What follows belongs to an exercise in optimizing a design on an open flow for small area, a short achievable clock period and few clock cycles; a production flow would make more cautious choices. The RTL was checked by simulation tests, not by an equivalence proof against the original design.

==> module CONV, before the edit <==
module  CONV(
	input		  clk,
	input		  reset,
	output		  busy,
	input		  ready,
	output [11:0] iaddr,
	input  [19:0] idata,
	output	 	  cwr,
	output [11:0] caddr_wr,
	output [19:0] cdata_wr,
	output	 	  crd,
	output [11:0] caddr_rd,
	input  [19:0] cdata_rd,
	output [ 2:0] csel
	);
localparam LAT = 2;    
reg        busy_r, done_r, run_r;
reg        zc_r;       
reg        prv_r;      
reg [11:0] rx_r;       
wire [11:0] ra_r = rx_r ^ 12'hfc0;
reg [ 3:0] rr_r;       
reg        rv_r;       
wire       l1_last;
reg        pool_on;    
assign busy  = busy_r;
assign iaddr = ra_r;
wire rlast = (rr_r == 4'd9);
always @(posedge clk or posedge reset) begin
	if (reset) begin
		busy_r    <= 1'b0;
		run_r     <= 1'b0;
		zc_r      <= 1'b1;
		prv_r     <= 1'b0;
		rx_r      <= 12'd0;       
		rr_r      <= 4'd0;
		rv_r      <= 1'b0;
	end else begin
		if (!busy_r && !done_r && ready) begin
			busy_r <= 1'b1;
			run_r  <= 1'b1;
		end
		if (l1_last) begin
			busy_r <= 1'b0;
			run_r  <= 1'b0;
		end
		if (run_r) begin
			if (rlast) begin
				rr_r  <= 4'd0;
				prv_r <= !zc_r || (ra_r[11:6] == 6'd63 && pool_on);
				if (zc_r) begin
					zc_r <= 1'b0;
					rv_r <= (ra_r[11:6] != 6'd63);
				end else if (ra_r[5:0] == 6'd63) begin
					zc_r <= 1'b1;
					rv_r <= 1'b0;
					rx_r <= (ra_r - 12'd127) ^ 12'hfc0;    
				end else begin
					rx_r <= (ra_r - 12'd575) ^ 12'hfc0;    
					rv_r <= (ra_r[11:6] != 6'd8);
				end
			end else begin
				rr_r <= rr_r + 4'd1;
				if (!zc_r) begin
					rx_r <= (ra_r + 12'd64) ^ 12'hfc0;
					rv_r <= !(rr_r == 4'd8 && ra_r[11:6] == 6'd63);
				end
			end
		end
	end
end
reg [19:0] px [0:22];
reg        vld1;                   
integer i;
always @(posedge clk) begin
	px[0] <= rv_r ? idata : 20'd0;
	for (i = 1; i < 23; i = i + 1) px[i] <= px[i-1];
end
always @(posedge clk or posedge reset) begin
	if (reset) vld1 <= 1'b0;
	else       vld1 <= run_r && prv_r && (rr_r >= 4'd2);
end
wire [19:0] res;
convolution u_conv (
	.clk(clk),
	.t0(px[0]),  .t1(px[1]),  .t2(px[2]),
	.t3(px[10]), .t4(px[11]), .t5(px[12]),
	.t6(px[20]), .t7(px[21]), .t8(px[22]),
	.res(res)
);
reg [LAT-1:0] vpipe;
always @(posedge clk or posedge reset) begin
	if (reset) vpipe <= {LAT{1'b0}};
	else       vpipe <= {vpipe, vld1};
end
wire bnext   = vpipe[LAT-1];
reg  l0_done;
wire l0_next = bnext && !l0_done;
reg        cwr_r;
reg [ 2:0] csel_r;
reg [11:0] cad_r;
reg [19:0] cdat_r;
reg [11:0] wa_r;         
wire        l1_wr;       
wire [19:0] l1_val;
wire [ 9:0] l1_addr;
wire        l1_end;      
assign cwr      = cwr_r;
assign csel     = csel_r;
assign caddr_wr = cad_r;
assign cdata_wr = cdat_r;
assign l1_last  = cwr_r && done_r;
always @(posedge clk or posedge reset) begin
	if (reset) begin
		cwr_r <= 1'b0; csel_r <= 3'd1;
		wa_r <= 12'd0; l0_done <= 1'b0; done_r <= 1'b0;
	end else begin
		cwr_r <= (l0_next || l1_wr) && !done_r;
		if (l0_next) begin
			csel_r <= 3'd1;
			if (wa_r[8:6] != 3'd7) wa_r <= wa_r + 12'd64;
			else if (wa_r[5:0] == 6'd63) wa_r <= wa_r + 12'd1;
			else wa_r <= wa_r - 12'd447;
			if (wa_r == 12'd4095) l0_done <= 1'b1;
		end else begin
			csel_r <= l1_wr ? 3'd3 : 3'd1;
			if (l1_wr && l1_end) done_r <= 1'b1;
		end
	end
end
always @(posedge clk) begin
	if (l0_next) begin
		cad_r  <= wa_r;
		cdat_r <= res;
	end else begin
		cad_r  <= {2'b00, l1_addr};
		cdat_r <= l1_val;
	end
end
always @(posedge clk or posedge reset) begin
	if (reset) pool_on <= 1'b0;
	else if (l0_next && wa_r == 12'd448) pool_on <= 1'b1;    
end
L1 u_pool (
	.clk(clk),
	.reset(reset),
	.rd_next(bnext && pool_on),
	.crd(crd),
	.caddr_rd(caddr_rd),
	.cdata_rd(cdata_rd),
	.stop(done_r),
	.wr(l1_wr),
	.val(l1_val),
	.addr(l1_addr),
	.last(l1_end)
);
endmodule
==> flow/config.mk <==
export PLATFORM = sky130hd
export DESIGN_NAME = CONV
export DESIGN_NICKNAME = CONV
export VERILOG_FILES = /design/flow/design.v
export SDC_FILE = /design/flow/constraint.sdc
export NUM_CORES = 4
export LEC_CHECK = 0
export CAP_MARGIN = 20
export CORE_MARGIN = 2
export CORE_UTILIZATION = 65
export CTS_BUF_LIST = sky130_fd_sc_hd__clkbuf_16
export CTS_CLUSTER_DIAMETER = 80
export CTS_CLUSTER_SIZE = 30
export PLACE_DENSITY = 0.75
export SLEW_MARGIN = 20
export SYNTH_HIERARCHICAL = 1
export SYNTH_MINIMUM_KEEP_SIZE = 0
==> flow/constraint.sdc <==
create_clock -name core_clock -period 12.0 [get_ports {clk}]
set_input_delay 2.4000 -clock core_clock [delete_from_list [all_inputs] [get_ports {clk}]]
set_output_delay 2.4000 -clock core_clock [all_outputs]
set_load 0.01 [all_outputs]
standard.sh (not shown) runs the stock make flow with config.mk's settings and CLKGATE_MAP_FILE= SYNTH_SCRIPT=/design/flow/synth_recipe.tcl, a recipe that flattens the netlist after the stock synthesis.
==> flow/flow/run.sh <==
#!/bin/bash
# The standard layout (standard.sh), with two changes to how it is made; the
# constraints are unchanged:
#  - repair_timing aims for 8.4 ns of setup slack at the design's clock period;
#  - the port buffers that buffer_ports inserts on every input and output are buf_1 cells (repair_timing may upsize them).
# Each tool's output is in orfs/logs/; make's own output is in make.log.
set -euo pipefail
bash standard.sh SETUP_SLACK_MARGIN=8.4 "BUFFER_PORTS_ARGS=-buffer_cell sky130_fd_sc_hd__buf_1" finish > make.log 2>&1
Testbench counts at the start, summed over its fixed seeds: cycles 62,724.
Edit:
--- a/flow/design.v
+++ b/flow/design.v
@@ -2696,13 +2696,13 @@
 		cad_r  <= {2'b00, l1_addr};
 		cdat_r <= l1_val;
 	end
 end
 always @(posedge clk or posedge reset) begin
 	if (reset) pool_on <= 1'b0;
-	else if (l0_next && wa_r == 12'd448) pool_on <= 1'b1;    
+	else if (l0_next && wa_r == 12'd449) pool_on <= 1'b1;    
 end
 L1 u_pool (
 	.clk(clk),
 	.reset(reset),
 	.rd_next(bnext && pool_on),
 	.crd(crd),
Design area stays flat.
Worst hold slack barely changes.
Routed wire length grows by 1.8%.
First-iteration DRC count came out higher by about 8%.
Fmax barely changes.
Clock skew barely changes.
Global-route usage climbs by 0.65 points.
Setup slack is about the same.
Critical path depth does not change.
Non-clock buffer count shrinks by 10.
Synthesized cell count is unchanged.
Testbench counts after the change, summed over its fixed seeds: cycles 62,844.

static timing again, ports no longer ideal:
No port has a modelled driver above. Below, the same layouts with a new extraction and two added sets of constraints.
Step 1 (the two cells are an assumption about what drives the block):
set clk [get_ports {clk}]
set_driving_cell -lib_cell sky130_fd_sc_hd__clkbuf_16 $clk
set_driving_cell -lib_cell sky130_fd_sc_hd__buf_2 [delete_from_list [all_inputs] $clk]
Step 2 times the ports against the registers' clock, not the clock port: input delays grow and output delays shrink by t, the midpoint of the rising clock arrivals with the driver on.
Three values: ideal ports, drivers, drivers and shift; two values: the first two.
run | shift t [ns] | setup WS [ns] | worst setup path after step 2 | worst data-port slew with drivers (ns)
the first run | 0.671 | 8.365 / 8.300 / 8.405 | register to register | 0.04
the second run | 0.681 | 8.367 / 8.297 / 8.386 | register to register | 0.05
After both steps setup and hold are still met in every run listed.
